Background: an optimization exercise with open tools, aiming at small area, a short achievable clock period and few clock cycles per item. Do not read the settings as production practice. Where RTL was checked, it was by simulation tests only, not by an equivalence proof against the original.

==> flow/design.v (excerpt) <==
module pt100_temp (
    input  wire        clk,
    input  wire        rst,
    input  wire        in_valid,
    output wire        in_ready,
    input  wire [11:0] yk,
    output wire        out_valid,
    output wire [27:0] temp,
    output wire [27:0] temp_filt,
    output wire        alarm
    );
export LEC_CHECK = 0
export ABC_AREA = 1
export CAP_MARGIN = 60
export CORE_MARGIN = 2
export CORE_UTILIZATION = 60
export PLACE_DENSITY = 0.75
export SLEW_MARGIN = 60
create_clock -name core_clock -period 24.0 [get_ports {clk}]
standard.sh (not shown) runs the stock make flow with config.mk's settings and CLKGATE_MAP_FILE= SYNTH_SCRIPT=/design/flow/synth_recipe.tcl, a recipe that flattens the netlist after the stock synthesis.
==> flow/flow/run.sh <==
#!/bin/bash
# The standard layout (standard.sh), with the input and output port
# buffers made of sky130_fd_sc_hd__buf_2 instead of the default cell, and
# timing repair asked to leave 17.8 ns of setup slack (a 6.2 ns target) on
# the design's own 24 ns clock and constraints.
set -euo pipefail
export BUFFER_PORTS_ARGS="-buffer_cell sky130_fd_sc_hd__buf_2"
export SETUP_SLACK_MARGIN=17.8
bash standard.sh > standard_flow.log 2>&1
The starting point went through all stages and came out clean.
==> next run, changes <==
--- a/flow/design.v
+++ b/flow/design.v
@@ -483,15 +483,14 @@
     12'b00000000001?: begin p0_2 = 6'd33; pi_2 = 28'd37;    end
     12'b000000000001: begin p0_2 = 6'd33; pi_2 = 28'd37;    end
     default:          begin p0_2 = 6'd35; pi_2 = 28'd9;     end
     endcase
 end
 reg [26:0] G;
 reg        gsf;       
-reg        gneg;      
 reg        dsg;       
 reg [2:0]  bst;
 reg [26:0] ga, gb;
 reg        gci;
 always @* begin
     case (bst)
     3'd1:    begin ga = G;  gb = {G[24:0], 2'b00}; gci = 1'b0; end
After rerunning: Via count stays the same. Sequential share of layout area stays the same. Worst setup slack is unchanged. Area after synthesis is unchanged. Die area stays the same.
Testbench counts after the change, summed over its fixed seeds: cycles 18,901, samples 960.
For the first run of this note, only the layout was checked, not whether the RTL still works.

--- another note on this design; it stands on its own ---

v56:
// pt100_temp
module pt100_temp (
    input  wire        clk,
    input  wire        rst,
    input  wire        in_valid,
    output wire        in_ready,
    input  wire [11:0] yk,
    output wire        out_valid,
    output wire [27:0] temp,
    output wire [27:0] temp_filt,
    output wire        alarm
    );
Size in the first run: roughly 3600 cells after synthesis, roughly 430 flip-flops, about 74 I/O pins.
==> flow/config.mk <==
export PLATFORM = sky130hd
export DESIGN_NAME = pt100_temp
export DESIGN_NICKNAME = pt100_temp
export VERILOG_FILES = /design/flow/design.v
export SDC_FILE = /design/flow/constraint.sdc
export NUM_CORES = 4
export LEC_CHECK = 0
export ABC_AREA = 1
export CAP_MARGIN = 60
export CORE_MARGIN = 2
export CORE_UTILIZATION = 60
export CTS_BUF_LIST = sky130_fd_sc_hd__clkbuf_8
export PLACE_DENSITY = 0.75
export SLEW_MARGIN = 60
==> flow/constraint.sdc <==
create_clock -name core_clock -period 24.0 [get_ports {clk}]
set_input_delay 4.8000 -clock core_clock [delete_from_list [all_inputs] [get_ports {clk}]]
set_output_delay 4.8000 -clock core_clock [all_outputs]
set_load 0.01 [all_outputs]
standard.sh (not shown) runs the stock make flow with config.mk's settings and CLKGATE_MAP_FILE= SYNTH_SCRIPT=/design/flow/synth_recipe.tcl, a recipe that flattens the netlist after the stock synthesis.
==> flow/flow/run.sh <==
#!/bin/bash
# The standard layout (standard.sh), with the input and output port
# buffers made of sky130_fd_sc_hd__buf_2 instead of the default cell, and
# timing repair asked to leave 17.8 ns of setup slack (a 6.2 ns target) on
# the design's own 24 ns clock and constraints.
set -euo pipefail
export BUFFER_PORTS_ARGS="-buffer_cell sky130_fd_sc_hd__buf_2"
export SETUP_SLACK_MARGIN=17.8
bash standard.sh > standard_flow.log 2>&1
v56 completed; timing, DRC and antenna clean
Testbench counts of v56, summed over its fixed seeds: cycles 18,901, samples 960.
For v12, these inputs were changed with respect to v56:
- setting CTS_CLUSTER_SIZE to 30 for the first time
- changing PLACE_DENSITY from 0.75 to 0.8
- changing CORE_UTILIZATION from 60 to 66
- setting CTS_CLUSTER_DIAMETER to 60 for the first time
- removing CTS_BUF_LIST (formerly sky130_fd_sc_hd__clkbuf_8)
Findings:
[v12 vs v56] global routing met1 resource utilization: lower in v12. In the reports for v12 and v56, the smaller sequential share of layout area belongs to v56. Re clock tree cell share of total cell area: v12 is 0.47 points down on v56.
--- input diff v12..v45 ---
- removing CTS_CLUSTER_SIZE (formerly 30)
- removing CTS_CLUSTER_DIAMETER (formerly 60)
Findings:
Met1 track demand over resource delta (v12 -> v45): insignificant. v45 vs. v12: finished layout cell area rose by 0.56%; via total after detailed routing rose by 108.

-- re-timing with driven ports --
No port has a modelled driver above. Below, the same layouts with a new extraction and two added sets of constraints.
Step 1: set_driving_cell puts a clkbuf_16 on clk and a buf_2 on each other input, an assumption about the parent block.
Step 2 moves the port delays by t, midway between the first and last clock arrival at a register: inputs arrive t later, outputs are due t later. That takes back most of the time a late clock gives input paths.
Three values: no drivers, after step 1, after step 2; two values: the first two.
run	t, ns	setup WS [ns]	worst slew at a driven data input, ns
the first run of note 1	0.659	17.839 / 17.781 / 18.217	0.03
the second run of note 1	0.659	17.839 / 17.781 / 18.217	0.03
v56	0.728	17.802 / 17.744 / 18.193	0.03
v12	0.641	17.807 / 17.748 / 18.036	0.09
v45	0.653	17.814 / 17.754 / 18.060	0.08
After both steps setup and hold are still met in every run listed.
